From an optimization exercise on the open Yosys and OpenROAD flow, aimed at small area, a short achievable clock period and few clock cycles per item; shortcuts taken in it are not production practice.
Where RTL was checked, it was by simulation tests only, not by an equivalence proof against the original.
The RTL of runs 2 and 7 was laid out without a check of its function.
No activity file was given, so power comes from the tool's default toggle rates.

File: design/flow/design.v
`default_nettype none
module seq_gcd (
	clk,
	rst_n,
	la_write_a,
	la_write_b,
	a_i,
	b_i,
	gcd_o,
	rdata,
	ready
);
	input wire clk;
	input wire rst_n;
	input wire [31:0] la_write_a;
	input wire [31:0] la_write_b;
	input wire [31:0] a_i;
	input wire [31:0] b_i;
	output wire [31:0] gcd_o;
	output wire [31:0] rdata;
	output reg ready;
	parameter NSTEP = 3;    
	reg [31:0] a_q;
	reg [31:0] b_q;
	reg [4:0] k_q;
	reg busy;
	wire la_load = (&la_write_a) & (&la_write_b);
	wire load = ~busy & la_load;
	wire [31:0] sa [0:NSTEP];
	wire [31:0] sb [0:NSTEP];
	wire [4:0] sk [0:NSTEP];
	assign sa[0] = a_q;
	assign sb[0] = b_q;
	assign sk[0] = k_q;
	genvar i, l, j;
	generate
		for (i = 0; i < NSTEP; i = i + 1) begin : step
			wire [31:0] a = sa[i];
			wire [31:0] b = sb[i];
			wire [4:0] k = sk[i];
			wire bz = ~|b;
			wire kz = ~|k;
			wire c_put = bz & ~kz;             
			wire c_two = ~bz & ~a[0] & ~b[0];  
			wire c_aev = ~a[0] & b[0];         
			wire c_sub = a[0] & b[0];          
			wire [31:0] p0 = ~(a ^ b);
			wire [31:0] g0 = b & ~a;
			wire gn0 = g0[1] | (p0[1] & g0[0]);
			wire pn0 = p0[1] & p0[0];
			wire gn1 = g0[3] | (p0[3] & g0[2]);
			wire pn1 = p0[3] & p0[2];
			wire gn2 = g0[5] | (p0[5] & g0[4]);
			wire pn2 = p0[5] & p0[4];
			wire gn3 = g0[7] | (p0[7] & g0[6]);
			wire pn3 = p0[7] & p0[6];
			wire gn4 = g0[9] | (p0[9] & g0[8]);
			wire pn4 = p0[9] & p0[8];
			wire gn5 = g0[11] | (p0[11] & g0[10]);
			wire pn5 = p0[11] & p0[10];
			wire gn6 = g0[13] | (p0[13] & g0[12]);
			wire pn6 = p0[13] & p0[12];
			wire gn7 = g0[15] | (p0[15] & g0[14]);
			wire pn7 = p0[15] & p0[14];
			wire gn8 = g0[17] | (p0[17] & g0[16]);
			wire pn8 = p0[17] & p0[16];
			wire gn9 = g0[19] | (p0[19] & g0[18]);
			wire pn9 = p0[19] & p0[18];
			wire gn10 = g0[21] | (p0[21] & g0[20]);
			wire pn10 = p0[21] & p0[20];
			wire gn11 = g0[23] | (p0[23] & g0[22]);
			wire pn11 = p0[23] & p0[22];
			wire gn12 = g0[25] | (p0[25] & g0[24]);
			wire pn12 = p0[25] & p0[24];
			wire gn13 = g0[27] | (p0[27] & g0[26]);
			wire pn13 = p0[27] & p0[26];
			wire gn14 = g0[29] | (p0[29] & g0[28]);
			wire pn14 = p0[29] & p0[28];
			wire gn15 = g0[31] | (p0[31] & g0[30]);
			wire pn15 = p0[31] & p0[30];
			wire gn16 = gn1 | (pn1 & gn0);
			wire pn16 = pn1 & pn0;
			wire gn17 = gn3 | (pn3 & gn2);
			wire pn17 = pn3 & pn2;
			wire gn18 = gn5 | (pn5 & gn4);
			wire pn18 = pn5 & pn4;
			wire gn19 = gn7 | (pn7 & gn6);
			wire pn19 = pn7 & pn6;
			wire gn20 = gn9 | (pn9 & gn8);
			wire pn20 = pn9 & pn8;
			wire gn21 = gn11 | (pn11 & gn10);
			wire pn21 = pn11 & pn10;
			wire gn22 = gn13 | (pn13 & gn12);
			wire pn22 = pn13 & pn12;
			wire gn23 = gn15 | (pn15 & gn14);
			wire pn23 = pn15 & pn14;
			wire gn24 = gn17 | (pn17 & gn16);
			wire pn24 = pn17 & pn16;
			wire gn25 = gn19 | (pn19 & gn18);
			wire pn25 = pn19 & pn18;
			wire gn26 = gn21 | (pn21 & gn20);
			wire pn26 = pn21 & pn20;
			wire gn27 = gn23 | (pn23 & gn22);
			wire pn27 = pn23 & pn22;
			wire gn28 = gn25 | (pn25 & gn24);
			wire pn28 = pn25 & pn24;
			wire gn29 = gn27 | (pn27 & gn26);
			wire pn29 = pn27 & pn26;
			wire gn30 = gn29 | (pn29 & gn28);
			wire pn30 = pn29 & pn28;
			wire gn31 = gn26 | (pn26 & gn28);
			wire pn31 = pn26 & pn28;
			wire gn32 = gn18 | (pn18 & gn24);
			wire pn32 = pn18 & pn24;
			wire gn33 = gn20 | (pn20 & gn28);
			wire pn33 = pn20 & pn28;
			wire gn34 = gn22 | (pn22 & gn31);
			wire pn34 = pn22 & pn31;
			wire gn35 = gn2 | (pn2 & gn16);
			wire pn35 = pn2 & pn16;
			wire gn36 = gn4 | (pn4 & gn24);
			wire pn36 = pn4 & pn24;
			wire gn37 = gn6 | (pn6 & gn32);
			wire pn37 = pn6 & pn32;
			wire gn38 = gn8 | (pn8 & gn28);
			wire pn38 = pn8 & pn28;
			wire gn39 = gn10 | (pn10 & gn33);
			wire pn39 = pn10 & pn33;
			wire gn40 = gn12 | (pn12 & gn31);
			wire pn40 = pn12 & pn31;
			wire gn41 = gn14 | (pn14 & gn34);
			wire pn41 = pn14 & pn34;
			wire gn42 = g0[2] | (p0[2] & gn0);
			wire pn42 = p0[2] & pn0;
			wire gn43 = g0[4] | (p0[4] & gn16);
			wire pn43 = p0[4] & pn16;
			wire gn44 = g0[6] | (p0[6] & gn35);
			wire pn44 = p0[6] & pn35;
			wire gn45 = g0[8] | (p0[8] & gn24);
			wire pn45 = p0[8] & pn24;
			wire gn46 = g0[10] | (p0[10] & gn36);
			wire pn46 = p0[10] & pn36;
			wire gn47 = g0[12] | (p0[12] & gn32);
			wire pn47 = p0[12] & pn32;
			wire gn48 = g0[14] | (p0[14] & gn37);
			wire pn48 = p0[14] & pn37;
			wire gn49 = g0[16] | (p0[16] & gn28);
			wire pn49 = p0[16] & pn28;
			wire gn50 = g0[18] | (p0[18] & gn38);
			wire pn50 = p0[18] & pn38;
			wire gn51 = g0[20] | (p0[20] & gn33);
			wire pn51 = p0[20] & pn33;
			wire gn52 = g0[22] | (p0[22] & gn39);
			wire pn52 = p0[22] & pn39;
			wire gn53 = g0[24] | (p0[24] & gn31);
			wire pn53 = p0[24] & pn31;
			wire gn54 = g0[26] | (p0[26] & gn40);
			wire pn54 = p0[26] & pn40;
			wire gn55 = g0[28] | (p0[28] & gn34);
			wire pn55 = p0[28] & pn34;
			wire gn56 = g0[30] | (p0[30] & gn41);
			wire pn56 = p0[30] & pn41;
			wire [31:0] Gf = {gn30, gn56, gn41, gn55, gn34, gn54, gn40, gn53, gn31, gn52, gn39, gn51, gn33, gn50, gn38, gn49, gn28, gn48, gn37, gn47, gn32, gn46, gn36, gn45, gn24, gn44, gn35, gn43, gn16, gn42, gn0, g0[0]};
			wire [31:0] Pf = {pn30, pn56, pn41, pn55, pn34, pn54, pn40, pn53, pn31, pn52, pn39, pn51, pn33, pn50, pn38, pn49, pn28, pn48, pn37, pn47, pn32, pn46, pn36, pn45, pn24, pn44, pn35, pn43, pn16, pn42, pn0, p0[0]};
			wire ge = Gf[31] | Pf[31];
			wire [31:0] c1 = {Gf[30:0] | Pf[30:0], 1'b1};
			wire [31:0] c0n = {~Gf[30:0], 1'b1};
			wire [31:0] ad = p0 ^ (ge ? c1 : c0n);
			wire [31:0] xv = b[0] ? ad : b;
			wire [2:0] y = b[0] ? (a[2:0] ^ b[2:0]) : b[2:0];
			wire [1:0] sh = c_two ? 2'd1 :
			                y[0] ? 2'd0 :
			                y[1] ? 2'd1 :
			                y[2] ? 2'd2 :
			                2'd3;
			wire [31:0] s0 = xv;
			wire [31:0] s1 = sh[0] ? s0 >> 1 : s0;
			wire [31:0] s2 = sh[1] ? s1 >> 2 : s1;
			assign sb[i+1] = s2;
			assign sa[i+1] = c_put ? a << 1 :
			                 c_two ? a >> 1 :
			                 (c_aev | (c_sub & ~ge)) ? b : a;
			assign sk[i+1] = c_put ? k - 5'd1 : c_two ? k + 5'd1 : k;
		end
	endgenerate
	always @(posedge clk) begin
		if (load) begin
			a_q <= a_i;
			b_q <= b_i;
			k_q <= 5'd0;
		end else begin
			a_q <= sa[NSTEP];
			b_q <= sb[NSTEP];
			k_q <= sk[NSTEP];
		end
	end
	wire fin = ~|sb[NSTEP] & ~|sk[NSTEP];
	always @(posedge clk or negedge rst_n) begin
		if (~rst_n) begin
			busy <= 1'b0;
			ready <= 1'b0;
		end else begin
			if (load) begin
				busy <= 1'b1;
				ready <= 1'b0;
			end else if (busy & fin) begin
				busy <= 1'b0;
				ready <= 1'b1;
			end
		end
	end
	assign gcd_o = a_q;
	assign rdata = 32'd0;
endmodule
`default_nettype wire
File: design/flow/flow/run.sh
#!/bin/bash
set -euo pipefail
MARGIN=$(cat flow/margin.txt)
bash standard.sh SETUP_SLACK_MARGIN=$MARGIN \
  "BUFFER_PORTS_ARGS=-buffer_cell sky130_fd_sc_hd__buf_1" finish > standard_flow.log 2>&1
File: design/flow/flow/margin.txt
54.6
File: design/flow/standard.sh
#!/bin/bash
# synth_recipe.tcl (not shown) runs the flow's synth.tcl, then flattens the netlist and writes it again
# the make line also repeats each setting of config.mk as NAME=value (left out here)
make -C /OpenROAD-flow-scripts/flow DESIGN_CONFIG=/design/flow/config.mk WORK_HOME=/design/flow/orfs CLKGATE_MAP_FILE= SYNTH_SCRIPT=/design/flow/synth_recipe.tcl "${@:-finish}"
File: design/flow/config.mk
export PLATFORM = sky130hd
export DESIGN_NAME = seq_gcd
export DESIGN_NICKNAME = seq_gcd
export VERILOG_FILES = /design/flow/design.v
export SDC_FILE = /design/flow/constraint.sdc
export NUM_CORES = 4
export LEC_CHECK = 0
export ABC_AREA = 1
export CAP_MARGIN = 20
export CORE_MARGIN = 2
export CORE_UTILIZATION = 40
export CTS_BUF_LIST = sky130_fd_sc_hd__clkbuf_4 sky130_fd_sc_hd__clkbuf_8
export PLACE_DENSITY = 0.8
export SLEW_MARGIN = 20
File: design/flow/constraint.sdc
create_clock -name core_clock -period 70.0 [get_ports {clk}]
set_input_delay 14.0000 -clock core_clock [delete_from_list [all_inputs] [get_ports {clk}]]
set_output_delay 14.0000 -clock core_clock [all_outputs]
set_load 0.01 [all_outputs]
==> flow_summary.json, run 1 <==
{
  "outcome": "complete, no violations",
  "path_max_fanout": 12,
  "p_sw_uw": 22.37,
  "wl_per_cell_um": 16.89,
  "startpoint": "la_write_b[22]",
  "final_max_slew_viol_count": 0,
  "syn2layout_area_growth_pct": 6.612,
  "drt_wl_total_um": 59770,
  "worstReg2RegStart": "b_q[0]",
  "grt_pass1_vias": 16810,
  "core-area_sq_um": 39640,
  "drt_pass1_iterations": 8,
  "viasPerCell": 5.699,
  "pre_cts_slack_ns": 53.52,
  "dieArea_sq_um": 41690,
  "clock_sinks": 71,
  "grt_setup_unrepaired": "true",
  "port_buffers": 162,
  "synth_area_leader_cell": "nand2_1",
  "synth_flop_cell": "dfxtp_1",
  "power_leakage_nw": 9.010,
  "yosysUniqueCellTypes": 61,
  "combPwrFrac": 0.062,
  "io_pins": 195,
  "max_freq_mhz": 65.22,
  "yosys-top-cells-area": "nand2_1, o21ai_0, nand3_1",
  "start_util": 0.4043,
  "clkTransAtPathRegs_ns": 0.09,
  "finalHoldViolCount": 0,
  "async_flop_share": 0.02817,
  "overflow": 0,
  "cap_violations": 0,
  "antenna_found_initial": 0,
  "worstPathArrival_ns": 15.59,
  "hold_start": "ready",
  "clockBufferDepth": 2,
  "crit_cells": 10,
  "p_int_uw": 59.15,
  "critPathCaptureType": "flop",
  "path_class": "in -> reg",
  "crit_slowest_cell": "nor4_1",
  "synth_edf_count": 0,
  "chipWidth_um": 204.2,
  "drive_gt1_frac": 0.04711,
  "place_congestion": 1.007,
  "setup_viol": 0,
  "tightest_slew_ns": 1.020,
  "period_share": 0.2190,
  "drc": 0,
  "p_total_uw": 81.53,
  "fin_crit_ns": 15.33,
  "top_usage_layer": "met2",
  "whs_ns": 0.4887,
  "synth_cells": 2951,
  "clock_latency_ns": 0.38,
  "power_density_nw_per_um2": 4.771,
  "dp_hpwl_um": 46670,
  "grt_usage": 0.2673,
  "fp-row-count": 73,
  "fin_ws_ns": 54.67,
  "detail-route-antenna-nets": 0,
  "critPathBufInv": 3,
  "p_sw_frac": 0.2744,
  "clockPowerShare": 0.443,
  "slowest_delay_ns": 0.33,
  "fin_tns_setup_ns": 0,
  "grt_max_degree": 98,
  "r2r_cells": 64,
  "fin_nets": 3252,
  "synth_warnings": 1,
  "crit_top_cell": "o21ai_0",
  "cts_buffers": 9,
  "fin_worst_skew_ns": 0.01571,
  "grtUsageMet2": 0.4041,
  "grt_use_met3": 0.04464,
  "htreeDepth": 3,
  "tritoncts": "built",
  "fillers": 4344,
  "p_seq_frac": 0.495,
  "drt_iter0_markers": 3036,
  "start_kind": "input pin",
  "relSlewSlack": 0.3196,
  "synthMostInstantiatedCell": "nand2_1",
  "peakVddDrop_mv": 0.006830,
  "cts_root_buf": "clkbuf_8",
  "fp.dieH_um": 204.2,
  "hold_class": "reg -> reg",
  "grt_util_met1": 0.3800,
  "route.vias.total": 20170,
  "synth_top_area_frac": 0.1944,
  "ys_seq_area_frac": 0.08931,
  "syn-cell-area_sq_um": 16030,
  "ys_ff_latch": 71,
  "syn_avg_cell_area_sq_um": 5.431,
  "placed_cell_area_sq_um": 16600,
  "grt_pass1_wl_um": 89160,
  "diodes": 0,
  "hold_depth": 2,
  "path_delay_family": "simple AND/OR/NAND/NOR gates",
  "synthTopCellsByCount": "nand2_1, inv_1, o21ai_0, nand3_1, a21oi_1",
  "cp_cell_sequence": "buf_1 -> nand4_1 -> nor4_1 -> nand2_1 -> nor4_2 -> nand2_2 -> buf_4 -> clkbuf_16 -> o21ai_0 -> o21ai_0",
  "fin_area_sq_um": 17090,
  "required_ns": 70.25
}
## cells in the final DEF (no fill, tap or decap), types with 8 or more instances in the layout
master and n:
buf_1 162, xnor2_1 19, o211ai_1 78, nand4_1 28, or2_2 8, inv_2 18
o21ai_0 354, a21oi_1 158, ha_1 113, conb_1 32, xor2_1 56, nand2_1 826
nor2_1 131, clkbuf_8 9, nand2_2 17, dfxtp_1 69, o21ai_1 22, nand3_1 358
nor4_1 11, buf_4 18, inv_1 369, o21bai_1 17, nand2_4 8, nor3_1 17
## cells by family (layout without fill, tap and decap cells)
logic type	count (synthesis)	count (layout)	share of synthesized area
AO/OA/AOI/OAI	683	683	0.2390
XOR/XNOR	75	75	0.04098
adder cells (fa/ha/maj)	113	113	0.08821
buffers and inverters	570	602	0.1516
flip-flops	71	71	0.08931
multiplexers	5	5	0.003357
other	1	32	0.0002340
AND/OR/NAND/NOR	1433	1433	0.3873
## path summary, 6_finish.rpt
kind,to,slack [ns]
worst max-delay path,a_q[19],54.67
worst min-delay path,ready,0.49
worst max register to register,busy,56.05
worst min register to register,ready,0.49
max in group asynchronous,busy,56.50
min in group asynchronous,busy,13.38
## routing by layer
metal	share of wire	up-vias
met5	0	-
met4	0.051	0
met3	0.14	196
met2	0.40	1304
met1	0.41	8860
li1	-	9809
## what timing repair did
item | 4_1_cts | 5_1_grt
resized for setup | 12 | 20
endpoints found under the setup margin | 43 | 71
pin swaps | 0 | 2
cloned | 1 | 7
setup buffers | 0 | 5
hold buffers | 0 | 0
## registers in the layout, indices dropped and copies added (netlist names)
signal	count
b_q	32
busy	1
k_q	5
a_q	32
ready	1
## cell type report
class	instances	area, sq um	area share
Inverter	393	1515	0.08867
Clock buffer	10	131.4	0.007688
Multi-Input combinational cell	2341	12330	0.7215
Timing Repair inverter	2	13.76	0.0008054
Timing Repair Buffer	191	942.2	0.05514
Sequential cell	71	1431	0.08377
Tap cell	525	656.9	0.03844
Clock inverter	6	67.56	0.003954
## tightest hold or removal path, cell delays in order, from the launching register on
cell and delay [ns]:
dfrtp_1 0.35, nand2_1 0.05, nand2_1 0.06
## stage by stage
step	utilization	std cells
2_1_floorplan	-	2982
3_3_place_gp	0.4188	3510
3_5_place_dp	0.4188	3510
4_1_cts	0.4251	3527
5_1_grt	0.4311	3539
6_report	0.4311	3539
## power by group through the flow
stage / Sequential, mW / Clock [mW] / Combinational (mW)
global route: 0.0404 / 0.0370 / 0.00526
detailed placement: 0.0413 / 0 / 0.00472
CTS: 0.0404 / 0.0354 / 0.00476
finish: 0.0404 / 0.0361 / 0.00503
floorplan: 0.0413 / 0 / 0.00226
global placement: 0.0413 / 0 / 0.00481
Testbench counts, summed over its fixed seeds: cycles 28,796, items 3,200.
==> run 2: changes to the inputs <==
--- a/design/flow/design.v
+++ b/design/flow/design.v
@@ -195,5 +195,5 @@
 		end
 	end
-	wire fin = ~|sb[NSTEP] & ~|sk[NSTEP];
+	wire fin = ~|sk[NSTEP] & (~|sb[NSTEP] | (sb[NSTEP][0] & (sa[NSTEP] == sb[NSTEP])));
 	always @(posedge clk or negedge rst_n) begin
 		if (~rst_n) begin
==> flow_summary.json, run 2 <==
{
  "outcome": "complete, no violations",
  "timing.rr.end": "busy",
  "drive_gt1_frac": 0.03374,
  "dp.cells": 3806,
  "dieArea_sq_um": 43880,
  "syn2layout_area_growth_pct": 5.743,
  "relSlewSlack": 0.2434,
  "final_max_slew_viol_count": 0,
  "setup_viol": 0,
  "synth_top_area_frac": 0.2372,
  "yosys-top-cells-area": "nand2_1, nand3_1, o21ai_0",
  "final_cells": 3829,
  "final_common_cell": "nand2_1",
  "path_max_fanout": 64,
  "power_density_nw_per_um2": 4.736,
  "drt_iter0_markers": 3223,
  "port_buffers": 162,
  "viasPerCell": 5.704,
  "start_kind": "input pin",
  "drc": 0,
  "syn-cell-area_sq_um": 16890,
  "worstReg2RegStart": "b_q[0]",
  "tightest_slew_ns": 1.123,
  "antenna_found_initial": 0,
  "synth_edf_count": 0,
  "hold_start": "ready",
  "min_to": "ready",
  "fin_tns_setup_ns": 0,
  "r2r_cells": 75,
  "clock_sinks": 71,
  "fin_crit_ns": 15.28,
  "drt_wl_total_um": 66590,
  "power_leakage_nw": 9.741,
  "cts_root_buf": "clkbuf_8",
  "diodes": 0,
  "grt_pass1_vias": 18290,
  "required_ns": 70.29,
  "overflow": 0,
  "clkTransAtPathRegs_ns": 0.08,
  "r2r_setup_slack_ns": 55.94,
  "max_freq_mhz": 65.47,
  "place_congestion": 1.078,
  "ys_ff_latch": 71,
  "core-area_sq_um": 41850,
  "io_pins": 195,
  "hold_depth": 2,
  "placed_cell_area_sq_um": 17490,
  "p_total_uw": 84.56,
  "htreeDepth": 3,
  "reg_top3": "a_q: 32 flops, b_q: 32 flops, k_q: 5 flops",
  "path_class": "in -> reg",
  "period_share": 0.2182,
  "synth_warnings": 1,
  "chipWidth_um": 209.5,
  "synth_area_leader_cell": "nand2_1",
  "route.vias.total": 21840,
  "fp-row-count": 75,
  "fin_area_sq_um": 17860,
  "tritoncts": "built",
  "synthMostInstantiatedCell": "nand2_1",
  "hold_class": "reg -> reg",
  "syn_avg_cell_area_sq_um": 5.223,
  "async_flop_share": 0.02817,
  "cap_violations": 0,
  "fin_nets": 3528,
  "dp_hpwl_um": 53480,
  "clockBufferDepth": 2,
  "clock_latency_ns": 0.38,
  "drt_pass1_iterations": 8,
  "critPathCaptureType": "flop",
  "finalHoldViolCount": 0,
  "peakVddDrop_mv": 0.008594,
  "wl_per_cell_um": 17.39,
  "fin_worst_skew_ns": 0.01286,
  "synth_flop_cell": "dfxtp_1",
  "yosysUniqueCellTypes": 50,
  "synthTopCellsByCount": "nand2_1, nand3_1, inv_1, o21ai_0",
  "final_cell_mix": "nand2_1, nand3_1, inv_1",
  "cts_buffers": 9,
  "cts_hold_buf": 0,
  "postLayoutCoreUtil": 0.4266,
  "grt_usage": 0.2894,
  "grt_max_degree": 130,
  "start_util": 0.4035,
  "grt_pass1_wl_um": 100600,
  "grt_setup_unrepaired": "false",
  "fp.dieH_um": 209.5,
  "ys_seq_area_frac": 0.08477,
  "synth_cells": 3233,
  "detail-route-antenna-nets": 0,
  "worstPathArrival_ns": 15.56
}
[run 2: cell count changes after synthesis, sizes merged, moves of 8 or more]
cell / previous run / this run
buf: 88 / 99
inv: 391 / 426
a21oi: 161 / 125
xor2: 56 / 48
nand4: 29 / 38
nand3b: 3 / 11
o211ai: 84 / 60
nand3: 363 / 444
nor2: 139 / 130
nand2: 851 / 1076
[run 2: metal layers]
| metal | routed length (um) | track usage | vias up |
|---|---|---|---|
| li1 | - | - | 10600 |
| met1 | 26690 | 0.3999 | 9645 |
| met4 | 3933 | 0.1475 | 0 |
| met5 | 0 | 0 | - |
| met3 | 9235 | 0.06255 | 202 |
| met2 | 26730 | 0.4218 | 1396 |
[run 2: kinds of logic after synthesis]
family / count (synthesis) / share of synthesized area
AOI/OAI and AO/OA: 613 / 0.1987
xor gates and xnor gates: 73 / 0.03786
adders and majority gates: 113 / 0.08373
buffers and inverters: 618 / 0.1562
DFF: 71 / 0.08477
other: 1 / 0.0002221
and+or+nand+nor: 1744 / 0.4386
[run 2: area by class of cell]
cell class | instances | area, sq um
sequential | 71 | 1431
fill | 4569 | 24000
inverter | 434 | 1652
multi-input combinational | 2575 | 12970
tap | 539 | 674.4
clock buffer | 9 | 123.9
clock inverter | 7 | 102.6
timing repair inverter | 1 | 5.005
timing repair buffer | 193 | 894.6
[run 2: worst max-delay path by stage]
stage | start | to | depth (start not counted)
2_1_floorplan | la_write_a[22] | a_q[16] | 11
5_1_grt | la_write_b[5] | a_q[16] | 10
6_report | la_write_b[5] | a_q[16] | 10
4_1_cts | la_write_b[5] | a_q[24] | 9
3_5_place_dp | la_write_b[5] | a_q[24] | 9
3_3_place_gp | la_write_b[5] | a_q[28] | 9
[run 2: worst max-delay path: stages]
cell and delay [ns]:
buf_1 0.13, nand4_1 0.13, nor4_2 0.36, nand2_1 0.12
nor2_1 0.12, nand2_1 0.08, clkinv_2 0.11, clkbuf_16 0.29
nand2_1 0.10, o21ai_0 0.11
[run 2: per-stage QoR]
stage | hold slack (ns) | worst slack [ns]
after floorplan | 0.4631 | 54.60
after global placement | 0.5078 | 53.81
after detailed placement | 0.4798 | 53.75
after CTS | 0.4990 | 54.63
after global routing | 0.5306 | 54.60
final | 0.5201 | 54.72
[run 2: report_power, final]
| group | internal, mW | switching (mW) |
|---|---|---|
| clock network | 0.0206 | 0.0190 |
| registers | 0.0404 | 0 |
| logic | 0.00172 | 0.00292 |
| total | 0.0627 | 0.0219 |
[run 2: timing repair]
action	in CTS	in global routing
cloned	0	2
hold endpoints to repair	0	0
resized for setup	3	11
pin swaps	0	1
endpoints found under the setup margin	67	70
buffers inserted	0	5
==> run 3: changes to the inputs <==
--- a/design/flow/design.v
+++ b/design/flow/design.v
@@ -41,6 +41,9 @@
 			wire bz = ~|b;
 			wire kz = ~|k;
-			wire c_put = bz & ~kz;             
-			wire c_two = ~bz & ~a[0] & ~b[0];  
+			localparam STRIP = (i == 0);
+			localparam PUT = (i == NSTEP - 1);
+			wire c_put = PUT & bz & ~kz;               
+			wire c_two = STRIP & ~bz & ~a[0] & ~b[0];  
+			wire c_ev2 = ~a[0] & ~b[0];                
 			wire c_aev = ~a[0] & b[0];         
 			wire c_sub = a[0] & b[0];          
@@ -169,5 +172,5 @@
 			wire [31:0] xv = b[0] ? ad : b;
 			wire [2:0] y = b[0] ? (a[2:0] ^ b[2:0]) : b[2:0];
-			wire [1:0] sh = c_two ? 2'd1 :
+			wire [1:0] sh = c_ev2 ? {1'd0, c_two} :
 			                y[0] ? 2'd0 :
 			                y[1] ? 2'd1 :
@@ -195,5 +198,5 @@
 		end
 	end
-	wire fin = ~|sk[NSTEP] & (~|sb[NSTEP] | (sb[NSTEP][0] & (sa[NSTEP] == sb[NSTEP])));
+	wire fin = ~|sb[NSTEP] & ~|sk[NSTEP];
 	always @(posedge clk or negedge rst_n) begin
 		if (~rst_n) begin
--- a/design/flow/config.mk
+++ b/design/flow/config.mk
@@ -11,4 +11,4 @@
 export CORE_UTILIZATION = 40
 export CTS_BUF_LIST = sky130_fd_sc_hd__clkbuf_4 sky130_fd_sc_hd__clkbuf_8
-export PLACE_DENSITY = 0.8
+export PLACE_DENSITY = 0.9
 export SLEW_MARGIN = 20
==> flow_summary.json, run 3 <==
{
  "syn2layout_area_growth_pct": 6.333,
  "start_util": 0.4074,
  "path_class": "in -> reg",
  "synthTopCellsByCount": "nand2_1, nand3_1, o21ai_0, inv_1, a21oi_1",
  "synthMuxAreaShare": 0.002129,
  "placed_cell_area_sq_um": 14730,
  "drt_pass1_iterations": 8,
  "peakVddDrop_mv": 0.006995,
  "setup_viol": 0,
  "critPathCaptureType": "flop",
  "grt_usage": 0.2797,
  "place_congestion": 1.070,
  "relSlewSlack": 0.3065,
  "dieArea_sq_um": 36780,
  "crit_cells": 8,
  "whs_ns": 0.4901,
  "clock_latency_ns": 0.38,
  "dp.cells": 3086,
  "cp_cell_sequence": "buf_1 -> nand4_1 -> nor4_1 -> nand2_1 -> nor4_2 -> nand2_1 -> buf_6 -> a31oi_1",
  "wl_per_cell_um": 17.21,
  "htreeDepth": 3,
  "r2r_cells": 75,
  "start_kind": "input pin",
  "max_freq_mhz": 65.29,
  "io_pins": 195,
  "reg_top3": "a_q: 32 flops, b_q: 32 flops, k_q: 5 flops",
  "power_leakage_nw": 7.638,
  "drt_iter0_markers": 2552,
  "cts_buffers": 9,
  "clockBufferDepth": 2,
  "required_ns": 70.25,
  "fin_area_sq_um": 15000,
  "synthMostInstantiatedCell": "nand2_1",
  "synth_top_area_frac": 0.2310,
  "multi_input_area_sq_um": 11060,
  "route.vias.total": 17970,
  "synth_warnings": 1,
  "fin_crit_ns": 15.32,
  "fin_tns_setup_ns": 0,
  "fp-row-count": 68,
  "critPathBufInv": 2,
  "synth_area_leader_cell": "nand2_1",
  "drive_gt1_frac": 0.04872,
  "synth_edf_count": 0,
  "clkTransAtPathRegs_ns": 0.08,
  "diodes": 0,
  "port_buffers": 162,
  "viasPerCell": 5.790,
  "detail-route-antenna-nets": 0,
  "hold_depth": 2,
  "grt_pass1_wl_um": 81050,
  "drt_wl_total_um": 53400,
  "grt_setup_unrepaired": "true",
  "antenna_found_initial": 1,
  "post_cts_buffers": 0,
  "synth_compound_area_frac": 0.2060,
  "ys_ff_latch": 71,
  "power_density_nw_per_um2": 5.430,
  "syn_avg_cell_area_sq_um": 5.480,
  "final_max_slew_viol_count": 0,
  "crit_top_cell": "nand2_1",
  "synth_fa_ha_area_frac": 0.09580,
  "grt_pass1_vias": 15160,
  "fin_nets": 2881,
  "cts_root_buf": "clkbuf_8",
  "overflow": 0,
  "clock_sinks": 71,
  "yosys-top-cells-area": "nand2_1, nand3_1, dfxtp_1",
  "dp_hpwl_um": 42320,
  "grt_max_degree": 65,
  "async_flop_share": 0.02817,
  "crit_slowest_cell": "a31oi_1",
  "tritoncts": "built",
  "tightest_slew_ns": 1.039,
  "outcome": "complete, no violations",
  "hold_class": "reg -> reg",
  "drc": 0,
  "fp.dieH_um": 191.8,
  "final_cell_mix": "nand2_1, nand3_1, o21ai_0",
  "period_share": 0.2188,
  "path_max_fanout": 36,
  "synth-xor-area-share": 0.03663,
  "path_delay_family": "simple AND/OR/NAND/NOR gates",
  "chipWidth_um": 191.8,
  "synth_top_family_by_area": "simple AND/OR/NAND/NOR gates",
  "finalHoldViolCount": 0,
  "fillers": 3635,
  "seq_area_sq_um": 1431,
  "ys_seq_area_frac": 0.1015,
  "synth_cells": 2574,
  "synth_simple_gate_area_frac": 0.4322,
  "cap_violations": 0,
  "p_total_uw": 81.45,
  "slowest_delay_ns": 0.37,
  "final_common_cell": "nand2_1",
  "worstPathArrival_ns": 15.57,
  "syn-cell-area_sq_um": 14110,
  "core-area_sq_um": 34630,
  "yosysUniqueCellTypes": 55,
  "final_cells": 3103,
  "synth_flop_cell": "dfxtp_1",
  "fin_worst_skew_ns": 0.01846
}
run 3: worst min-delay path: cells and delay by family, from the launching register on:
kind             cells  cell delay [ns]
flip-flops           1             0.34
AND/OR/NAND/NOR      2             0.11
run 3: routing by layer:
layer  wire [um]  global-route usage
met4        3002              0.1521
met1       20870              0.3826
met3        8384             0.08094
met5          13                   0
met2       21140              0.3899
run 3: logic make-up after synthesis:
logic type                 count (synthesis)
adders and majority gates                108
buffers and inverters                    407
DFF                                       71
other                                      1
xor gates and xnor gates                  59
AOI/OAI and AO/OA                        514
muxes                                      3
and+or+nand+nor                         1411
run 3: path summary, 6_finish.rpt:
| kind | start | to | slack [ns] |
|---|---|---|---|
| max reg2reg | b_q[0] | busy | 55.70 |
| min | ready | ready | 0.49 |
| min in group asynchronous | rst_n | ready | 13.40 |
| min reg2reg | ready | ready | 0.49 |
| max | la_write_b[7] | b_q[0] | 54.68 |
| max in group asynchronous | rst_n | busy | 56.47 |
run 3: timing repair:
action,CTS,global route
cloned,0,1
endpoints found under the setup margin,66,71
resized for setup,4,9
hold buffers,0,0
run 3: layout make-up:
| class | instances | share of cell area |
|---|---|---|
| clock buffers | 12 | 0.01059 |
| clock inverters | 4 | 0.003504 |
| inverters | 253 | 0.06490 |
| multi-input cells | 2127 | 0.7372 |
| flip-flops and latches | 71 | 0.09543 |
| well taps | 455 | 0.03795 |
| repair buffers | 180 | 0.04980 |
| repair inverters | 1 | 0.0005839 |
run 3: through the flow:
step                worst slack [ns]  utilization
detailed placement             53.88       0.4253
finish                         54.68       0.4332
floorplan                      54.61            -
CTS                            54.59       0.4317
global placement               54.08       0.4253
global route                   54.57       0.4332
run 3: report_power, final:
group / leakage, nW / internal (mW) / total (mW) / switching [mW]
clock: 0.111 / 0.0190 / 0.0363 / 0.0173
combinational: 6.95 / 0.00174 / 0.00480 / 0.00305
sequential: 0.578 / 0.0404 / 0.0404 / 0
total: 7.64 / 0.0611 / 0.0815 / 0.0203
Testbench counts of run 3, summed over its fixed seeds: cycles 29,737, items 3,200.
==> run 4: changes to the inputs <==
==> design/flow/flow/margin.txt (replaced) <==
54.3
--- a/design/flow/config.mk
+++ b/design/flow/config.mk
@@ -11,4 +11,4 @@
 export CORE_UTILIZATION = 40
 export CTS_BUF_LIST = sky130_fd_sc_hd__clkbuf_4 sky130_fd_sc_hd__clkbuf_8
-export PLACE_DENSITY = 0.9
+export PLACE_DENSITY = 0.8
 export SLEW_MARGIN = 20
==> flow_summary.json, run 4 <==
{
  "wl_per_cell_um": 16.93,
  "clock_sinks": 71,
  "p_int_uw": 60.21,
  "path_delay_family": "simple AND/OR/NAND/NOR gates",
  "tritoncts": "built",
  "grt_util_met1": 0.3909,
  "setup_viol": 0,
  "fin_ws_ns": 54.58,
  "syn_avg_cell_area_sq_um": 5.480,
  "fin_crit_ns": 15.42,
  "cp_cell_sequence": "buf_1 -> nand4_1 -> nor4_1 -> nand2_1 -> nor4_1 -> nand2_1 -> buf_4 -> inv_4 -> nand2_1 -> o31ai_1",
  "yosysUniqueCellTypes": 55,
  "relSlewSlack": 0.3241,
  "grt_usage": 0.2779,
  "p_sw_uw": 19.65,
  "pre_cts_slack_ns": 54.02,
  "chipWidth_um": 191.8,
  "final_cells": 3101,
  "synth_top_area_frac": 0.2310,
  "seq_area_sq_um": 1431,
  "grtUsageMet2": 0.4128,
  "syn-cell-area_sq_um": 14110,
  "io_pins": 195,
  "htreeDepth": 3,
  "required_ns": 70.28,
  "core-area_sq_um": 34630,
  "viasPerCell": 5.686,
  "cts_buffers": 9,
  "grt_max_degree": 65,
  "dieArea_sq_um": 36780,
  "slowest_delay_ns": 0.35,
  "dp_hpwl_um": 42040,
  "p_total_uw": 79.87,
  "drive_gt1_frac": 0.04803,
  "synth_area_leader_cell": "nand2_1",
  "post_cts_buffers": 0,
  "outcome": "complete, no violations",
  "start_kind": "input pin",
  "reg_top3": "a_q: 32 flops, b_q: 32 flops, k_q: 5 flops",
  "power_density_nw_per_um2": 5.346,
  "antenna_found_initial": 2,
  "grt_pass1_vias": 15100,
  "syn2layout_area_growth_pct": 5.899,
  "final_cell_mix": "nand2_1, nand3_1, o21ai_0",
  "fin_worst_skew_ns": 0.02025,
  "start_util": 0.4074,
  "cts_root_buf": "clkbuf_8",
  "max_freq_mhz": 64.86,
  "overflow": 0,
  "finalHoldViolCount": 0,
  "p_seq_frac": 0.505,
  "hold_class": "reg -> reg",
  "crit_slowest_cell": "inv_4",
  "worstPathArrival_ns": 15.70,
  "clock_latency_ns": 0.38,
  "critPathCaptureType": "flop",
  "critPathBufInv": 3,
  "path_class": "in -> reg",
  "async_flop_share": 0.02817,
  "tightest_slew_ns": 1.013,
  "synthTopCellsByCount": "nand2_1, nand3_1, o21ai_0, inv_1, a21oi_1",
  "p_sw_frac": 0.2460,
  "route.vias.total": 17630,
  "place_congestion": 1.026,
  "drt_iter0_markers": 2673,
  "clkTransAtPathRegs_ns": 0.09,
  "synth_edf_count": 0,
  "top_usage_layer": "met2",
  "power_leakage_nw": 7.608,
  "fillers": 3719,
  "ys_seq_area_frac": 0.1015,
  "whs_ns": 0.4927,
  "yosys-top-cells-area": "nand2_1, nand3_1, dfxtp_1",
  "path_max_fanout": 37,
  "fin_tns_setup_ns": 0,
  "synth_flop_cell": "dfxtp_1",
  "synth_warnings": 1,
  "dp.cells": 3083,
  "final_common_cell": "nand2_1",
  "drc": 0,
  "fp-row-count": 68,
  "cap_violations": 0,
  "combPwrFrac": 0.059,
  "detail-route-antenna-nets": 0,
  "drt_wl_total_um": 52510,
  "peakVddDrop_mv": 0.007811,
  "port_buffers": 162,
  "final_max_slew_viol_count": 0,
  "grt_use_met3": 0.07053,
  "clockBufferDepth": 2,
  "grt_setup_unrepaired": "false",
  "fp.dieH_um": 191.8,
  "cts_hold_buf": 0,
  "drt_pass1_iterations": 8,
  "crit_top_cell": "nand2_1",
  "fin_nets": 2877,
  "ys_ff_latch": 71,
  "period_share": 0.2203,
  "multi_input_area_sq_um": 11050,
  "clockPowerShare": 0.435,
  "synthMostInstantiatedCell": "nand2_1",
  "grt_pass1_wl_um": 80700,
  "synth_cells": 2574
}
## run 4: cell counts after synthesis
Identical to the previous run, type by type.
## run 4: per-layer routing
metal,wire length [um],share of wire
met1,21570,0.41
met2,21690,0.41
met5,0,0
met4,1455,0.028
met3,7790,0.15
## run 4: power groups by stage
stage	clock network, mW	registers (mW)	logic, mW
floorplan	0	0.0413	0.00233
global placement	0	0.0413	0.00462
detailed placement	0	0.0413	0.00453
CTS	0.0346	0.0404	0.00455
global route	0.0361	0.0404	0.00511
finish	0.0348	0.0404	0.00474
## run 4: kinds of logic (layout without fill, tap and decap cells)
family / count (synthesis) / after routing / synth area share
flip-flops: 71 / 71 / 0.1015
XOR/XNOR: 59 / 59 / 0.03663
adder cells (fa/ha/maj): 108 / 108 / 0.09580
buffers and inverters: 407 / 446 / 0.1255
AO/OA/AOI/OAI: 514 / 514 / 0.2060
AND/OR/NAND/NOR: 1411 / 1411 / 0.4322
other: 1 / 34 / 0.0002658
multiplexers: 3 / 3 / 0.002129
## run 4: worst reg2reg max path: cells and delay by family, from the launching register on
family                     cells  cell delay [ns]
and+or+nand+nor               41             5.49
adders and majority gates      3             1.04
AOI/OAI and AO/OA             21             4.08
buffers and inverters         10             3.24
xor gates and xnor gates       1             0.18
DFF                            1             0.32
## run 4: layout make-up
type / count / area share
antenna: 2 / 0.0003350
clock buffer: 13 / 0.01030
clock inverter: 3 / 0.002932
inverter: 253 / 0.06441
multi-input combinational: 2127 / 0.7398
sequential: 71 / 0.09582
tap: 455 / 0.03811
timing repair buffer: 177 / 0.04825
## run 4: per-stage QoR
stage,utilization,cell area (sq um)
2_1_floorplan,-,14220
3_3_place_gp,0.4248,14710
3_5_place_dp,0.4248,14710
4_1_cts,0.4305,14910
5_1_grt,0.4312,14930
6_report,0.4314,14940
## run 4: timing repair
item / CTS / global route
gates resized for setup: 0 / 9
setup endpoints to repair: 0 / 70
endpoints found under the hold margin: 0 / 0
## run 4: final timing paths
check                           depth (start not counted)  slack, ns          start  endpoint
worst max-delay path                                   10      54.58  la_write_b[6]    a_q[0]
worst min-delay path                                    2       0.49          ready     ready
worst max register to register                         76      55.52         b_q[0]      busy
worst min register to register                          2       0.49          ready     ready
max in group asynchronous                               1      56.47          rst_n     ready
min in group asynchronous                               1      13.39          rst_n      busy
==> run 5: changes to the inputs <==
==> design/flow/flow/margin.txt (replaced) <==
54.6
==> flow_summary.json, run 5 <==
{
  "synth_warnings": 1,
  "viasPerCell": 5.678,
  "synth_flop_cell": "dfxtp_1",
  "clockBufferDepth": 2,
  "async_flop_share": 0.02817,
  "cts_hold_buf": 0,
  "clock_latency_ns": 0.38,
  "hold_start": "ready",
  "placed_cell_area_sq_um": 14710,
  "grt_usage": 0.2779,
  "place_congestion": 1.026,
  "dp_hpwl_um": 42040,
  "fp.dieH_um": 191.8,
  "drc": 0,
  "yosysUniqueCellTypes": 55,
  "power_leakage_nw": 7.609,
  "grt_pass1_vias": 15100,
  "max_freq_mhz": 65.37,
  "fin_nets": 2878,
  "cts_buffers": 9,
  "start_kind": "input pin",
  "fp-row-count": 68,
  "syn_avg_cell_area_sq_um": 5.480,
  "seq_area_sq_um": 1431,
  "hold_class": "reg -> reg",
  "chipWidth_um": 191.8,
  "final_cell_mix": "nand2_1, nand3_1, o21ai_0",
  "drt_pass1_iterations": 8,
  "wl_per_cell_um": 16.92,
  "reg_top3": "a_q: 32 flops, b_q: 32 flops, k_q: 5 flops",
  "peakVddDrop_mv": 0.007702,
  "worstReg2RegStart": "b_q[0]",
  "syn2layout_area_growth_pct": 5.978,
  "fin_tns_setup_ns": 0,
  "grt_max_degree": 65,
  "io_pins": 195,
  "fillers": 3715,
  "drt_wl_total_um": 52460,
  "fin_worst_skew_ns": 0.01814,
  "timing.rr.end": "busy",
  "critPathBufInv": 3,
  "synth_edf_count": 0,
  "synthMostInstantiatedCell": "nand2_1",
  "path_max_fanout": 37,
  "tritoncts": "built",
  "crit_top_cell": "nand2_1",
  "post_cts_buffers": 0,
  "synth_area_leader_cell": "nand2_1",
  "r2r_setup_slack_ns": 55.71,
  "power_density_nw_per_um2": 5.324,
  "relSlewSlack": 0.3192,
  "syn-cell-area_sq_um": 14110,
  "drive_gt1_frac": 0.04839,
  "antenna_found_initial": 2,
  "grt_setup_unrepaired": "true",
  "route.vias.total": 17610,
  "cap_violations": 0,
  "dieArea_sq_um": 36780,
  "grt_pass1_wl_um": 80700,
  "synth_top_area_frac": 0.2310,
  "detail-route-antenna-nets": 0,
  "start_util": 0.4074,
  "path_delay_family": "simple AND/OR/NAND/NOR gates",
  "final_common_cell": "nand2_1",
  "period_share": 0.2185,
  "finalHoldViolCount": 0,
  "path_class": "in -> reg",
  "r2r_cells": 76,
  "drt_iter0_markers": 2652,
  "setup_viol": 0,
  "outcome": "complete, no violations",
  "tightest_slew_ns": 1.020,
  "yosys-top-cells-area": "nand2_1, nand3_1, dfxtp_1",
  "clkTransAtPathRegs_ns": 0.08,
  "slowest_delay_ns": 0.31,
  "core-area_sq_um": 34630,
  "final_max_slew_viol_count": 0,
  "worstPathArrival_ns": 15.61,
  "ys_ff_latch": 71,
  "synthTopCellsByCount": "nand2_1, nand3_1, o21ai_0, inv_1, a21oi_1",
  "fin_crit_ns": 15.30,
  "htreeDepth": 3,
  "fin_area_sq_um": 14950,
  "cts_root_buf": "clkbuf_8",
  "multi_input_area_sq_um": 11050,
  "clock_sinks": 71,
  "crit_slowest_cell": "nor4_1",
  "required_ns": 70.31,
  "critPathCaptureType": "flop",
  "hold_depth": 2,
  "cp_cell_sequence": "buf_1 -> nand4_1 -> nor4_1 -> nand2_1 -> nor4_1 -> nand2_1 -> buf_4 -> inv_8 -> nand2_1 -> nand2_1",
  "min_to": "ready",
  "synth_cells": 2574,
  "ys_seq_area_frac": 0.1015,
  "port_buffers": 162,
  "overflow": 0
}
run 5: repair_timing:
item	in CTS	in global routing
cloned	0	1
pin swaps	0	0
setup endpoints to repair	68	71
gates resized for setup	2	9
hold endpoints to repair	0	0
run 5: power by group:
group / internal, mW / leakage (nW) / switching [mW]
logic: 0.00174 / 6.93 / 0.00298
clock network: 0.0181 / 0.105 / 0.0164
registers: 0.0404 / 0.578 / 0
run 5: final cells by class:
type / instances / share of cell area
Clock inverter: 3 / 0.002929
Clock buffer: 13 / 0.01029
Antenna cell: 1 / 0.0001674
Sequential cell: 71 / 0.09575
Timing Repair inverter: 1 / 0.0003348
Timing Repair Buffer: 177 / 0.04821
Inverter: 253 / 0.06495
Multi-Input combinational cell: 2127 / 0.7393
Tap cell: 455 / 0.03808
run 5: how the worst max path moves through the flow:
stage	start	endpoint	slack, ns	depth (start not counted)
2_1_floorplan	la_write_b[6]	k_q[0]	54.61	8
3_3_place_gp	la_write_b[22]	a_q[0]	54.08	10
3_5_place_dp	la_write_b[6]	a_q[0]	54.02	10
4_1_cts	la_write_b[6]	a_q[26]	54.62	10
5_1_grt	b_q[0]	busy	54.51	76
6_report	la_write_b[6]	a_q[26]	54.70	10
run 5: tightest hold or removal path: stages, from the launching register on:
cell and delay [ns]:
dfrtp_1 0.35, nand2_1 0.06, nand2_1 0.05
run 5: layer usage:
metal / up-vias / track usage / part of all wire
li1: 8620 / - / -
met1: 7808 / 0.3909 / 0.41
met2: 1048 / 0.4128 / 0.41
met3: 131 / 0.07053 / 0.15
met4: 0 / 0.08432 / 0.030
met5: - / 0 / 0
run 5: metrics by stage:
stage                     hold WS, ns  power (mW)  std cells  setup slack (ns)    util
after floorplan                0.4638     0.04364       2605             54.61       -
after global placement         0.4670     0.04593       3083             54.08  0.4248
after detailed placement       0.4697     0.04584       3083             54.02  0.4248
after CTS                      0.4927     0.07956       3099             54.62  0.4306
after global routing           0.5192     0.08156       3100             54.51  0.4316
final                          0.4905     0.07959       3101             54.70  0.4317
run 5: logic make-up after synthesis:
group,share of synthesized area
and+or+nand+nor,0.4322
xor gates and xnor gates,0.03663
adders and majority gates,0.09580
buffers and inverters,0.1255
other,0.0002658
DFF,0.1015
AOI/OAI and AO/OA,0.2060
muxes,0.002129
==> run 6: changes to the inputs <==
--- a/design/flow/config.mk
+++ b/design/flow/config.mk
@@ -6,5 +6,5 @@
 export NUM_CORES = 4
 export LEC_CHECK = 0
-export ABC_AREA = 1
+export ABC_AREA = 0
 export CAP_MARGIN = 20
 export CORE_MARGIN = 2
==> flow_summary.json, run 6 <==
{
  "overflow": 0,
  "synth_area_leader_cell": "dfxtp_1",
  "r2r_cells": 52,
  "pre_cts_slack_ns": 53.76,
  "grt_max_degree": 68,
  "fp.dieH_um": 212.7,
  "synth_edf_count": 0,
  "start_kind": "input pin",
  "synth_warnings": 1,
  "startpoint": "la_write_a[28]",
  "synth_flop_cell": "dfxtp_1",
  "fin_crit_ns": 15.41,
  "fp-row-count": 76,
  "finalHoldViolCount": 0,
  "synth_fa_ha_area_frac": 0.07755,
  "dp.cells": 3202,
  "syn_avg_cell_area_sq_um": 6.736,
  "power_leakage_nw": 7.894,
  "wl_per_cell_um": 24.02,
  "core-area_sq_um": 43080,
  "drt_wl_total_um": 77450,
  "reg_top3": "a_q: 32 flops, b_q: 32 flops, k_q: 5 flops",
  "grt_pass1_vias": 19190,
  "io_pins": 195,
  "path_max_fanout": 14,
  "fin_nets": 2869,
  "tritoncts": "built",
  "tightest_slew_ns": 1.236,
  "slowest_delay_ns": 0.56,
  "synth_compound_area_frac": 0.3623,
  "synth-xor-area-share": 0.04172,
  "crit_slowest_cell": "or3_4",
  "synthMuxAreaShare": 0.08789,
  "crit_cells": 6,
  "grt_usage": 0.3296,
  "async_flop_share": 0.02817,
  "postLayoutCoreUtil": 0.4301,
  "fillers": 4495,
  "fin_worst_skew_ns": 0.01316,
  "synth_cells": 2587,
  "grt_pass1_wl_um": 114600,
  "antenna_found_initial": 3,
  "clockBufferDepth": 2,
  "cts_buffers": 9,
  "timing.rr.end": "busy",
  "clock_latency_ns": 0.39,
  "final_cell_mix": "nor2_1, nand2_1, a21oi_1",
  "period_share": 0.2201,
  "ys_seq_area_frac": 0.08214,
  "setup_viol": 0,
  "required_ns": 70.28,
  "place_congestion": 1.073,
  "max_freq_mhz": 64.89,
  "htreeDepth": 3,
  "synth_simple_gate_area_frac": 0.2641,
  "port_buffers": 162,
  "cts_hold_buf": 0,
  "multi_input_area_sq_um": 14780,
  "dp_hpwl_um": 59790,
  "cts_root_buf": "clkbuf_8",
  "drt_iter0_markers": 3464,
  "start_util": 0.4045,
  "whs_ns": 0.5477,
  "power_density_nw_per_um2": 4.391,
  "path_delay_family": "simple AND/OR/NAND/NOR gates",
  "worstPathArrival_ns": 15.69,
  "crit_end": "b_q[14]",
  "clock_sinks": 71,
  "peakVddDrop_mv": 0.01147,
  "viasPerCell": 6.784,
  "route.vias.total": 21870,
  "detail-route-antenna-nets": 0,
  "syn2layout_area_growth_pct": 6.326,
  "seq_area_sq_um": 1431,
  "grt_setup_unrepaired": "true",
  "cap_violations": 0,
  "outcome": "complete, no violations",
  "worstReg2RegStart": "b_q[0]",
  "final_max_slew_viol_count": 0,
  "cp_cell_sequence": "buf_1 -> nand4_1 -> nor4_4 -> nand2_2 -> or3_4 -> mux2_2",
  "path_class": "in -> reg",
  "yosysUniqueCellTypes": 113,
  "chipWidth_um": 212.7,
  "r2r_setup_slack_ns": 54.93,
  "drive_gt1_frac": 0.07929,
  "drt_pass1_iterations": 9,
  "clkTransAtPathRegs_ns": 0.09,
  "synthMostInstantiatedCell": "nor2_1",
  "critPathCaptureType": "flop",
  "synth_top_family_by_area": "compound AO/OA/AOI/OAI gates",
  "synth_top_area_frac": 0.07927,
  "final_cells": 3224,
  "relSlewSlack": 0.1674,
  "ys_ff_latch": 71,
  "final_common_cell": "nor2_1",
  "critPathBufInv": 1,
  "syn-cell-area_sq_um": 17430,
  "fin_tns_setup_ns": 0,
  "drc": 0,
  "dieArea_sq_um": 45250,
  "hold_class": "reg -> reg",
  "yosys-top-cells-area": "dfxtp_1, ha_1, a21oi_1",
  "fin_ws_ns": 54.59,
  "synthTopCellsByCount": "nor2_1, nand2_1, a21oi_1, o21ai_0, mux2i_1"
}
-- run 6: worst register-to-register path, delay by kind of cell (launching register included) --
family,cells,cell delay (ns)
AO/OA/AOI/OAI,25,7.21
buffers and inverters,8,2.76
AND/OR/NAND/NOR,12,2.55
adder cells (fa/ha/maj),3,1.30
multiplexers,3,0.65
flip-flops,1,0.33
XOR/XNOR,1,0.14
-- run 6: how the worst min path moves through the flow --
stage	start	end	slack, ns	depth (start not counted)
after floorplan	ready	ready	0.54	1
after global placement	ready	ready	0.53	1
after detailed placement	ready	ready	0.53	1
after CTS	ready	ready	0.55	1
after global routing	ready	ready	0.56	1
final	ready	ready	0.55	1
-- run 6: report_power, final --
part | total [mW] | internal [mW] | switching, mW
combinational | 0.00459 | 0.00180 | 0.00278
sequential | 0.0404 | 0.0404 | 0
clock | 0.0364 | 0.0168 | 0.0196
total | 0.0814 | 0.0590 | 0.0223
-- run 6: kinds of logic after synthesis --
family                     Yosys count
and+or+nand+nor                    947
AOI/OAI and AO/OA                  926
buffers and inverters              304
muxes                              147
adders and majority gates          108
xor gates and xnor gates            83
DFF                                 71
other                                1
-- run 6: final cells by class --
cell class                      instances  area share
Clock inverter                          7    0.004187
Sequential cell                        71     0.07726
Inverter                               89     0.01884
Tap cell                              585     0.03951
Timing Repair Buffer                  215     0.05558
Multi-Input combinational cell       2245      0.7975
Antenna cell                            3   0.0004052
Clock buffer                            9    0.006686
-- run 6: per-layer routing --
metal | vias up | part of all wire | wire length [um] | track usage
li1 | 9782 | - | - | -
met1 | 9993 | 0.38 | 29570 | 0.4255
met2 | 1756 | 0.41 | 31510 | 0.4834
met3 | 342 | 0.14 | 10710 | 0.09001
met4 | 0 | 0.073 | 5658 | 0.2076
met5 | - | 0 | 0 | 0
-- run 6: what timing repair did --
action,in CTS,in global routing
pin swaps,1,3
resized for setup,3,18
buffers inserted,0,1
gates cloned,1,1
endpoints found under the setup margin,35,61
-- run 6: stage by stage --
stage / instance area [sq um] / power [mW]
after floorplan: 17580 / 0.04371
after global placement: 18220 / 0.04570
after detailed placement: 18220 / 0.04569
after CTS: 18440 / 0.08050
after global routing: 18520 / 0.08262
final: 18530 / 0.08136
==> run 7: changes to the inputs <==
--- a/design/flow/design.v
+++ b/design/flow/design.v
@@ -20,5 +20,5 @@
 	output wire [31:0] rdata;
 	output reg ready;
-	parameter NSTEP = 3;    
+	parameter NSTEP = 4;    
 	reg [31:0] a_q;
 	reg [31:0] b_q;
@@ -48,6 +48,7 @@
 			wire c_aev = ~a[0] & b[0];         
 			wire c_sub = a[0] & b[0];          
-			wire [31:0] p0 = ~(a ^ b);
-			wire [31:0] g0 = b & ~a;
+			wire [31:0] ag = a & {32{b[0]}};
+			wire [31:0] p0 = ~(ag ^ b);
+			wire [31:0] g0 = b & ~ag;
 			wire gn0 = g0[1] | (p0[1] & g0[0]);
 			wire pn0 = p0[1] & p0[0];
@@ -170,6 +171,6 @@
 			wire [31:0] c0n = {~Gf[30:0], 1'b1};
 			wire [31:0] ad = p0 ^ (ge ? c1 : c0n);
-			wire [31:0] xv = b[0] ? ad : b;
-			wire [2:0] y = b[0] ? (a[2:0] ^ b[2:0]) : b[2:0];
+			wire [31:0] xv = ad;
+			wire [2:0] y = ag[2:0] ^ b[2:0];
 			wire [1:0] sh = c_ev2 ? {1'd0, c_two} :
 			                y[0] ? 2'd0 :
--- a/design/flow/config.mk
+++ b/design/flow/config.mk
@@ -6,5 +6,5 @@
 export NUM_CORES = 4
 export LEC_CHECK = 0
-export ABC_AREA = 0
+export ABC_AREA = 1
 export CAP_MARGIN = 20
 export CORE_MARGIN = 2
==> flow_summary.json, run 7 <==
{
  "outcome": "complete, no violations",
  "start_kind": "input pin",
  "crit_top_cell": "buf_12",
  "syn_avg_cell_area_sq_um": 5.327,
  "final_common_cell": "nand2_1",
  "final_max_slew_viol_count": 0,
  "tightest_slew_ns": 1.006,
  "dp.cells": 3685,
  "place_congestion": 1.101,
  "grt_pass1_wl_um": 103300,
  "cp_cell_sequence": "buf_1 -> nand4_1 -> or2_4 -> or4_4 -> nor2_4 -> buf_12 -> nand2_8 -> buf_12 -> inv_8 -> o21ai_2",
  "drc": 0,
  "clock_latency_ns": 0.35,
  "period_share": 0.2210,
  "fin_crit_ns": 15.47,
  "clkTransAtPathRegs_ns": 0.08,
  "fp-row-count": 74,
  "slowest_delay_ns": 0.54,
  "htreeDepth": 3,
  "grt_max_degree": 64,
  "tritoncts": "built",
  "cap_violations": 0,
  "fin_worst_skew_ns": 0.01228,
  "critPathBufInv": 4,
  "reg_top3": "a_q: 32 flops, b_q: 32 flops, k_q: 5 flops",
  "whs_ns": 0.5335,
  "ys_seq_area_frac": 0.08637,
  "ys_ff_latch": 71,
  "core-area_sq_um": 40830,
  "viasPerCell": 5.858,
  "synth_top_area_frac": 0.2516,
  "antenna_found_initial": 1,
  "io_pins": 195,
  "route.vias.total": 22030,
  "dp_hpwl_um": 54170,
  "final_cell_mix": "nand2_1, nand3_1, inv_1",
  "hold_class": "reg -> reg",
  "synth_cells": 3111,
  "drt_wl_total_um": 70950,
  "diodes": 0,
  "synth_warnings": 1,
  "peakVddDrop_mv": 0.008559,
  "syn-cell-area_sq_um": 16570,
  "path_max_fanout": 5,
  "cts_root_buf": "clkbuf_8",
  "power_density_nw_per_um2": 4.408,
  "synth_area_leader_cell": "nand2_1",
  "cts_buffers": 9,
  "drt_pass1_iterations": 7,
  "synth_edf_count": 0,
  "required_ns": 70.22,
  "detail-route-antenna-nets": 0,
  "p_total_uw": 82.18,
  "relSlewSlack": 0.3277,
  "path_delay_family": "simple AND/OR/NAND/NOR gates",
  "syn2layout_area_growth_pct": 12.49,
  "worstPathArrival_ns": 15.70,
  "async_flop_share": 0.02817,
  "overflow": 0,
  "finalHoldViolCount": 0,
  "drt_iter0_markers": 3562,
  "fp.dieH_um": 207.5,
  "clockBufferDepth": 2,
  "port_buffers": 162,
  "final_cells": 3760,
  "critPathCaptureType": "flop",
  "yosysUniqueCellTypes": 60,
  "dieArea_sq_um": 43070,
  "grt_setup_unrepaired": "true",
  "chipWidth_um": 207.5,
  "synthMostInstantiatedCell": "nand2_1",
  "fin_tns_setup_ns": 0,
  "drive_gt1_frac": 0.07931,
  "setup_viol": 0,
  "start_util": 0.4059,
  "max_freq_mhz": 64.63,
  "power_leakage_nw": 9.506,
  "synthTopCellsByCount": "nand2_1, nand3_1, inv_1, o21ai_0, nor2_1",
  "grt_usage": 0.2994,
  "fin_nets": 3478,
  "grt_pass1_vias": 18680,
  "clock_sinks": 71,
  "crit_slowest_cell": "or4_4",
  "yosys-top-cells-area": "nand2_1, ha_1, nand3_1",
  "path_class": "in -> reg",
  "synth_flop_cell": "dfxtp_1",
  "wl_per_cell_um": 18.87
}
==> run 7: changes by cell type in the layout (fill, tap and decap cells not counted), moves of 93 or more <==
cell	delta
inv_1	+205
mux2i_1	-97
a21oi_1	-148
nor2_1	-93
nand2_1	+825
nand3_1	+217
==> run 7: metrics by stage <==
stage | worst slack, ns | instance area [sq um] | utilization
after floorplan | 54.52 | 16790 | -
after global placement | 52.89 | 17290 | 0.4234
after detailed placement | 52.38 | 17290 | 0.4234
after CTS | 54.60 | 17820 | 0.4363
after global routing | 54.31 | 18640 | 0.4565
final | 54.53 | 18640 | 0.4565
==> run 7: final timing paths <==
kind	slack, ns	from	depth (start not counted)	end
setup reg to reg	55.42	b_q[0]	86	busy
min in group asynchronous	13.45	rst_n	1	busy
max in group asynchronous	56.36	rst_n	1	ready
setup / recovery	54.53	la_write_b[31]	10	a_q[25]
hold / removal	0.53	ready	2	ready
hold reg to reg	0.53	ready	2	ready
==> run 7: kinds of logic (layout without fill, tap and decap cells) <==
| kind of cell | Yosys count | count (layout) | share of synthesized area |
|---|---|---|---|
| and+or+nand+nor | 1729 | 1738 | 0.4417 |
| adders and majority gates | 125 | 125 | 0.09438 |
| DFF | 71 | 71 | 0.08637 |
| xor gates and xnor gates | 88 | 88 | 0.04651 |
| other | 1 | 32 | 0.0002263 |
| muxes | 15 | 15 | 0.009135 |
| AOI/OAI and AO/OA | 601 | 601 | 0.2003 |
| buffers and inverters | 481 | 558 | 0.1214 |
==> run 7: power breakdown <==
| part | leakage [nW] | switching [mW] | internal [mW] |
|---|---|---|---|
| Combinational | 8.81 | 0.00294 | 0.00179 |
| Clock | 0.113 | 0.0156 | 0.0215 |
| Sequential | 0.578 | 0 | 0.0404 |
| Total | 9.51 | 0.0185 | 0.0637 |
==> run 7: timing repair <==
action,CTS,global route
cloned,6,15
hold buffers,0,0
endpoints found under the setup margin,71,66
gates resized for setup,33,125
hold endpoints to repair,0,0
buffers inserted,11,27
pin swaps,3,26
==> run 7: layout make-up <==
| cell class | instances | area [sq um] |
|---|---|---|
| flip-flops and latches | 71 | 1431 |
| multi-input cells | 2599 | 13850 |
| clock inverters | 5 | 81.33 |
| clock buffers | 11 | 145.1 |
| well taps | 532 | 665.6 |
| repair buffers | 218 | 1115 |
| repair inverters | 11 | 142.6 |
| inverters | 313 | 1211 |
| fillers | 4301 | 22190 |
==> run 7: worst reg2reg max path: cells and delay by family, from the launching register on <==
family                   cells  cell delay, ns
AO/OA/AOI/OAI               34            6.90
XOR/XNOR                     2            0.40
adder cells (fa/ha/maj)      4            1.47
buffers and inverters        8            1.20
flip-flops                   1            0.36
AND/OR/NAND/NOR             38            4.19
==> run 7: per-layer routing <==
| layer | wire, um | vias up | part of all wire | GRT usage |
|---|---|---|---|---|
| li1 | - | 10430 | - | - |
| met1 | 27100 | 9764 | 0.38 | 0.3978 |
| met2 | 29120 | 1496 | 0.41 | 0.4487 |
| met3 | 8941 | 332 | 0.13 | 0.05280 |
| met4 | 5771 | 2 | 0.081 | 0.1850 |
| met5 | 13 | - | 0.00018 | 0 |
==> run 8: changes to the inputs <==
--- a/design/flow/design.v
+++ b/design/flow/design.v
@@ -20,5 +20,5 @@
 	output wire [31:0] rdata;
 	output reg ready;
-	parameter NSTEP = 4;    
+	parameter NSTEP = 3;    
 	reg [31:0] a_q;
 	reg [31:0] b_q;
==> flow_summary.json, run 8 <==
{
  "drt_pass1_iterations": 7,
  "fin_area_sq_um": 14620,
  "htreeDepth": 3,
  "fin_worst_skew_ns": 0.01402,
  "synthTopCellsByCount": "nand2_1, inv_1, nand3_1, nor2_1, o21ai_0",
  "syn-cell-area_sq_um": 13420,
  "power_leakage_nw": 7.647,
  "core-area_sq_um": 33280,
  "hold_depth": 2,
  "yosys-top-cells-area": "nand2_1, dfxtp_1, ha_1",
  "overflow": 0,
  "place_congestion": 1.067,
  "start_kind": "input pin",
  "postLayoutCoreUtil": 0.4394,
  "fin_nets": 2800,
  "required_ns": 70.24,
  "port_buffers": 162,
  "fin_tns_setup_ns": 0,
  "worstReg2RegStart": "b_q[0]",
  "min_to": "ready",
  "period_share": 0.2194,
  "route.vias.total": 16990,
  "detail-route-antenna-nets": 0,
  "synth_top_family_by_area": "simple AND/OR/NAND/NOR gates",
  "critPathCaptureType": "flop",
  "final_max_slew_viol_count": 0,
  "syn2layout_area_growth_pct": 8.969,
  "startpoint": "la_write_a[26]",
  "synthMuxAreaShare": 0.008204,
  "final_cell_mix": "nand2_1, inv_1, nand3_1",
  "cts_root_buf": "clkbuf_8",
  "clockBufferDepth": 2,
  "synth_top_area_frac": 0.2433,
  "fp-row-count": 67,
  "synth_fa_ha_area_frac": 0.08950,
  "synth_cells": 2481,
  "synth_warnings": 1,
  "max_freq_mhz": 65.12,
  "synthMostInstantiatedCell": "nand2_1",
  "grt_max_degree": 64,
  "synth_flop_cell": "dfxtp_1",
  "relSlewSlack": 0.3294,
  "fin_crit_ns": 15.36,
  "fp.dieH_um": 187.2,
  "power_density_nw_per_um2": 5.841,
  "grt_usage": 0.2776,
  "drt_wl_total_um": 51350,
  "dp_hpwl_um": 41090,
  "r2r_setup_slack_ns": 57.31,
  "diodes": 0,
  "grt_pass1_wl_um": 77940,
  "r2r_cells": 67,
  "hold_class": "reg -> reg",
  "tightest_slew_ns": 1.003,
  "hold_start": "ready",
  "peakVddDrop_mv": 0.008280,
  "synth_simple_gate_area_frac": 0.4529,
  "setup_viol": 0,
  "io_pins": 195,
  "reg_top3": "a_q: 32 flops, b_q: 32 flops, k_q: 5 flops",
  "final_common_cell": "nand2_1",
  "cts_buffers": 9,
  "grt_setup_unrepaired": "false",
  "grt_pass1_vias": 14590,
  "antenna_found_initial": 0,
  "drive_gt1_frac": 0.04808,
  "start_util": 0.4032,
  "clkTransAtPathRegs_ns": 0.07,
  "seq_area_sq_um": 1431,
  "async_flop_share": 0.02817,
  "finalHoldViolCount": 0,
  "ys_ff_latch": 71,
  "ys_seq_area_frac": 0.1067,
  "synth_area_leader_cell": "nand2_1",
  "cap_violations": 0,
  "drc": 0,
  "path_class": "in -> reg",
  "placed_cell_area_sq_um": 14180,
  "tritoncts": "built",
  "dieArea_sq_um": 35030,
  "timing.rr.end": "busy",
  "synth-xor-area-share": 0.04242,
  "wl_per_cell_um": 16.96,
  "multi_input_area_sq_um": 10600,
  "chipWidth_um": 187.2,
  "yosysUniqueCellTypes": 56,
  "viasPerCell": 5.612,
  "outcome": "complete, no violations",
  "whs_ns": 0.5032,
  "worstPathArrival_ns": 15.60,
  "clock_latency_ns": 0.38,
  "drt_iter0_markers": 2332,
  "clock_sinks": 71,
  "fillers": 3624,
  "syn_avg_cell_area_sq_um": 5.409,
  "path_max_fanout": 24,
  "synth_edf_count": 0,
  "synth_compound_area_frac": 0.1834
}
==> run 8: how the worst max path moves through the flow <==
stage	slack (ns)	cells after the start	to
finish	54.64	9	b_q[31]
global route	54.58	7	a_q[16]
CTS	54.66	9	b_q[23]
detailed placement	53.73	9	b_q[31]
global placement	53.81	9	b_q[31]
floorplan	54.59	7	a_q[31]
==> run 8: final cells by class <==
class,instances,area share
clock buffers,12,0.01087
multi-input cells,2075,0.7245
inverters,230,0.06100
flip-flops and latches,71,0.09788
well taps,448,0.03833
clock inverters,4,0.005219
repair buffers,187,0.06220
==> run 8: logic make-up (layout without fill, tap and decap cells) <==
kind of cell | count (synthesis) | count (layout)
XOR/XNOR | 65 | 65
AO/OA/AOI/OAI | 441 | 441
other | 1 | 32
AND/OR/NAND/NOR | 1430 | 1430
buffers and inverters | 366 | 433
flip-flops | 71 | 71
multiplexers | 11 | 11
adder cells (fa/ha/maj) | 96 | 96
==> run 8: repair_timing <==
item                       CTS  global route
gates resized for setup     11            15
setup buffers                1             0
setup endpoints to repair   51            56
gates cloned                 2             2
hold buffers                 0             0
pin swaps                    1             4
==> run 8: critical path, cell delays in order <==
cell       delay (ns)
buf_1            0.10
nand4_1          0.11
or4_4            0.56
nor3_4           0.19
nand2_2          0.09
buf_12           0.17
clkinv_16        0.10
buf_16           0.15
o21ai_0          0.11
==> run 8: layer usage <==
| layer | global-route usage | up-vias | part of all wire |
|---|---|---|---|
| li1 | - | 8300 | - |
| met1 | 0.3802 | 7519 | 0.41 |
| met2 | 0.4224 | 1021 | 0.42 |
| met3 | 0.05103 | 148 | 0.12 |
| met4 | 0.1252 | 0 | 0.051 |
| met5 | 0 | - | 0 |
==> run 8: power by group <==
part | switching (mW) | internal (mW)
Clock | 0.0173 | 0.0226
Combinational | 0.00321 | 0.00199
Sequential | 0 | 0.0404
Total | 0.0205 | 0.0649
==> run 8: metrics by stage <==
stage	power, mW	setup WS [ns]	std cells
after detailed placement	0.04617	53.73	3006
final	0.08542	54.64	3027
after global placement	0.04625	53.81	3006
after global routing	0.08687	54.58	3027
after CTS	0.08454	54.66	3025
after floorplan	0.04428	54.59	2512
Testbench counts of run 8, summed over its fixed seeds: cycles 29,737, items 3,200.

separate check: timing with driven ports:
The flow's constraints put no driver on any port. The routed layouts listed below were extracted and timed again, unchanged, in two steps.
Step 1 assumes that a clkbuf_16 drives the clock port and a buf_2 every other input.
Step 2 moves the port delays by t, midway between the first and last clock arrival at a register: inputs arrive t later, outputs are due t later. That takes back most of the time a late clock gives input paths.
a / b / c = ideal / step 1 / step 2; a / b = the first two.
run	shift t [ns]	setup slack, ns	hold WS [ns]	clock arrival spread, ns	worst slew at a driven data input, ns
run 1	0.412	54.668 / 54.668 / 54.256	0.489 / 0.489 / 0.489	0.016 / 0.016	0.07
run 2	0.413	54.725 / 54.730 / 54.317	0.520 / 0.520 / 0.520	0.013 / 0.012	0.07
run 3	0.419	54.684 / 54.709 / 54.290	0.490 / 0.490 / 0.490	0.018 / 0.018	0.07
run 4	0.423	54.581 / 54.599 / 54.176	0.493 / 0.493 / 0.493	0.020 / 0.020	0.12
run 5	0.421	54.702 / 54.715 / 54.294	0.490 / 0.490 / 0.490	0.018 / 0.018	0.12
run 6	0.422	54.590 / 54.601 / 54.179	0.548 / 0.548 / 0.548	0.013 / 0.014	0.05
run 7	0.372	54.527 / 54.527 / 54.155	0.534 / 0.534 / 0.534	0.012 / 0.012	0.06
run 8	0.407	54.644 / 54.656 / 54.249	0.503 / 0.503 / 0.503	0.014 / 0.014	0.07
After both steps setup and hold are still met in every run listed. The setup slack of run 1, which loses most, moves by 0.000 ns with the drivers and by -0.412 ns with both steps.
